From an optimization exercise on the open Yosys and OpenROAD flow, aimed at small area, a short achievable clock period and few clock cycles per item; shortcuts taken in it are not production practice.
Function was checked by simulation only, so behaviour that the tests miss may differ from the original.
Power and IR drop assume default switching activity.

## v15
==> flow/design.v <==
module execute_divide(input wire              clk,
                      input wire              reset,
                      input wire              enable,
                      input wire 	      unsigned_div,
                      output wire             done,
                      input wire [32-1:0] in_a,
                      input wire [32-1:0] in_b,
                      output reg [32-1:0] out,
                      output reg              ov
                      );
   reg                                         st_idle;
   reg                                         st_neg;
   reg                                         st_prep;
   reg                                         st_iter;
   reg                                         st_zero;
   reg                                         st_done;
   reg [32:0]                                  R;      
   reg [31:0]                                  D;      
   reg [4:0]                                   lza;    
   reg [4:0]                                   lzb;    
   reg                                         b_neg;  
   reg                                         sub;    
   reg                                         negate;  
   reg                                         inv_q;   
   function [4:0] lzc(input [31:0] x);
      reg [31:0] y;
      reg [3:0]  q;
      reg [7:0]  nz;
      reg [15:0] l;
      reg        found;
      integer    g;
      begin
         y = x | 32'h1;
         for (g = 0; g < 8; g = g + 1) begin
            q = y[4*g +: 4];
            nz[g] = |q;
            l[2*g +: 2] = q[3] ? 2'd0 : q[2] ? 2'd1 : q[1] ? 2'd2 : 2'd3;
         end
         lzc = 5'd31;
         found = 0;
         for (g = 7; g >= 0; g = g - 1)
           if (!found && nz[g]) begin
              lzc = {3'd7 - g[2:0], l[2*g +: 2]};
              found = 1;
           end
      end
   endfunction
   function [32:0] add33(input [32:0] x, input [32:0] y, input c);
      reg [33:0] g, p, gn, pn, p0;
      integer    i, lvl, d;
      begin
         g = {x & y, c};
         p0 = {x ^ y, 1'b0};
         p = p0;
         for (lvl = 0; lvl < 6; lvl = lvl + 1) begin
            d = 1 << lvl;
            gn = g; pn = p;
            for (i = 0; i < 34; i = i + 1)
              if (i >= d) begin
                 gn[i] = g[i] | (p[i] & g[i-d]);
                 pn[i] = p[i] & p[i-d];
              end
            g = gn; p = pn;
         end
         add33 = p0[33:1] ^ g[32:0];
      end
   endfunction
   wire        a_neg = !unsigned_div && in_a[31];
   wire        b_negi = !unsigned_div && in_b[31];
   wire        b_zero = (in_b == 32'h0);
   wire        s_ovf = !unsigned_div && (in_a == 32'h80000000) &&
               (in_b == 32'hffffffff);
   wire [31:0] t_a = in_a ^ {!unsigned_div && in_a[31], in_a[31:1]};
   wire [31:0] t_b = in_b ^ {!unsigned_div && in_b[31], in_b[31:1]};
   wire [4:0]  lz_a = lzc(t_a);
   wire [4:0]  lz_b = lzc(t_b);
   reg  [31:0] a_clear;    
   integer     k;
   always @(*) begin
      a_clear[31] = !t_a[31];
      for (k = 30; k >= 0; k = k - 1)
        a_clear[k] = a_clear[k+1] && !t_a[k];
   end
   wire        a_short = |(t_b & a_clear) && !a_neg;
   wire [4:0]  lza_in = b_zero ? {3'b0, !unsigned_div && in_a[31],
                                  !unsigned_div && !in_a[31]} : lz_a;
   wire [32:0] dsub = {b_neg && !st_neg, D};
   wire [32:0] sum = add33(R, sub ? ~dsub : dsub, sub || st_neg);
   wire        ge = !sum[32];
   wire [4:0]  sg = lzb & ~lza;
   wire [4:0]  sp = lzb ^ ~lza;
   wire [4:0]  sc = {sg[3] | (sp[3] & sg[2]) | (sp[3] & sp[2] & sg[1]) |
                     (sp[3] & sp[2] & sp[1] & sg[0]) | (sp[3] & sp[2] & sp[1] & sp[0]),
                     sg[2] | (sp[2] & sg[1]) | (sp[2] & sp[1] & sg[0]) | (sp[2] & sp[1] & sp[0]),
                     sg[1] | (sp[1] & sg[0]) | (sp[1] & sp[0]),
                     sg[0] | sp[0],
                     1'b1};
   wire [4:0]  shamt = sp ^ sc;
   wire        f = 1'b0;
   wire [31:0] sh0 = shamt[0] ? {D[30:0], f} : D;
   wire [31:0] sh1 = shamt[1] ? {sh0[29:0], {2{f}}} : sh0;
   wire [31:0] sh2 = shamt[2] ? {sh1[27:0], {4{f}}} : sh1;
   wire [31:0] sh3 = shamt[3] ? {sh2[23:0], {8{f}}} : sh2;
   wire [31:0] sh4 = shamt[4] ? {sh3[15:0], {16{f}}} : sh3;
   always @(posedge clk) begin
      st_idle 	<= reset || !enable;
      st_neg 	<= !reset && enable && st_idle && !a_short && a_neg;
      st_prep 	<= !reset && enable && ((st_idle && !a_short && !a_neg) || st_neg);
      st_iter 	<= !reset && enable && ((st_prep && ge) || (st_iter && lza != 0));
      st_zero 	<= !reset && enable && st_prep && !ge && inv_q;
      st_done 	<= !reset && enable && ((st_idle && a_short) || (st_prep && !ge && !inv_q) || st_zero ||
                                        (st_iter && lza == 0) || st_done);
   end
   always @(posedge clk) begin
      lza 	<= st_idle ? lza_in : st_prep ? shamt : lza - 1;
      lzb 	<= lz_b;
      D 	<= st_idle ? (a_neg ? 32'h0 : in_b) :
                   st_neg ? in_b :
                   st_prep ? sh4 :
                   {b_neg, D[31:1]};
      if (st_idle) begin
         R 	<= {1'b0, a_neg ? ~in_a : in_a};
         sub 	<= !a_neg && !b_negi;
      end else if (!st_prep || negate) begin
         R 	<= sum;
         sub 	<= sum[32] ^ !b_neg;
      end
      out 	<= (st_idle || st_zero) ? 32'h0 :
                   st_prep ? {32{inv_q}} :
                   {out[30:0], ge ^ inv_q};
      if (st_idle) begin
         b_neg 	<= b_negi;
         negate <= a_neg ^ b_negi;
         inv_q 	<= (a_neg ^ b_negi) || s_ovf;
         ov 	<= b_zero || s_ovf;
      end
   end
   assign done = st_done;
endmodule  
clock: 7.0 ns
lec_check: 0
cap_margin: 20
core_margin: 2
core_utilization: 55
place_density: 0.75
setup_slack_margin: 3.5
slew_margin: 20
tns_end_percent: 10
run.sh (not shown) runs the stock make flow with config.mk's settings and CLKGATE_MAP_FILE= SYNTH_SCRIPT=/design/flow/synth_recipe.tcl, a recipe that flattens the netlist after the stock synthesis.
v15 reached the final stage; the timing, design-rule and antenna checks on its layout passed.
Testbench counts of v15, summed over its fixed seeds: cycles 32,040, items 3,200.
Edits applied to the flow inputs when going from v15 to v39:
Settings: TNS_END_PERCENT removed (was 10); CORE_UTILIZATION changed from 55 to 65; PLACE_DENSITY changed from 0.75 to 0.85.
## What came out
- The fraction of standard cell area that is sequential number comes out higher for v15 vs v39.
- Summary of the comparison: share of total power in combinational logic is higher in v39, relative to v15.
- Fraction of final layout cells sized beyond drive strength 1 came out higher on v39 than on v15.
- Compare v15 and v39 | clock network fraction of total power higher: v15
- Total power: v39 above v15
- Compared v15 against v39; clock latency on the worst-skew pair within noise.
- Summary of the comparison: slew at the pin closest to its max-slew limit is higher in v39, relative to v15.
Relative to v39, the following input files were edited for v56:
Settings: changing CORE_UTILIZATION from 65 to 55; setting CTS_BUF_LIST to sky130_fd_sc_hd__clkbuf_8 for the first time; changing PLACE_DENSITY from 0.85 to 0.75.
Per the comparison of v56 with v39, die area rose 3000 um2, sequential power share rose by 1.7 points.
Summary of the comparison: detailed-route wire length per cell is lower in v56, relative to v39.
When the final numbers for v56 and v39 were put side by side, the cell depth of the worst flop-to-flop path turned out to be greater in v39.
From v39 to v56 the numbers moved as follows: total wire length saw a decrease, leakage component of the power saw a decrease.
The run showing the greater clock network area share is v39.
v56: final cell utilization of the core is 15 points lower than what v39 reported.
Going from v39 to v56, worst setup margin up 0.19 ns; share of the clock period used by the worst path down 2.7 points.

-- static timing again, ports no longer ideal --
No port has a modelled driver above. Below, the same layouts with a new extraction and two added sets of constraints.
Step 1 (the two cells are an assumption about what drives the block):
set clk [get_ports {clk}]
set_driving_cell -lib_cell sky130_fd_sc_hd__clkbuf_16 $clk
set_driving_cell -lib_cell sky130_fd_sc_hd__buf_2 [delete_from_list [all_inputs] $clk]
Step 2, shift: input delay + t, output delay - t, t = (earliest + latest rising clock arrival at the registers) / 2. This alone moves slack from input paths to output paths.
Slacks: no drivers / after step 1 / after step 2; pairs: no drivers / after step 1.
run | t, ns | setup slack, ns | latest minus earliest clock arrival (ns)
v15 | 0.479 | 3.421 / 3.421 / 3.026 | 0.011 / 0.012
v39 | 0.481 | 3.326 / 3.326 / 2.952 | 0.011 / 0.012
v56 | 0.506 | 3.515 / 3.515 / 3.068 | 0.019 / 0.019
After both steps every run listed still meets setup and hold. For v56, which loses most, drivers alone change the setup slack by 0.000 ns; drivers and shift together by -0.447 ns.
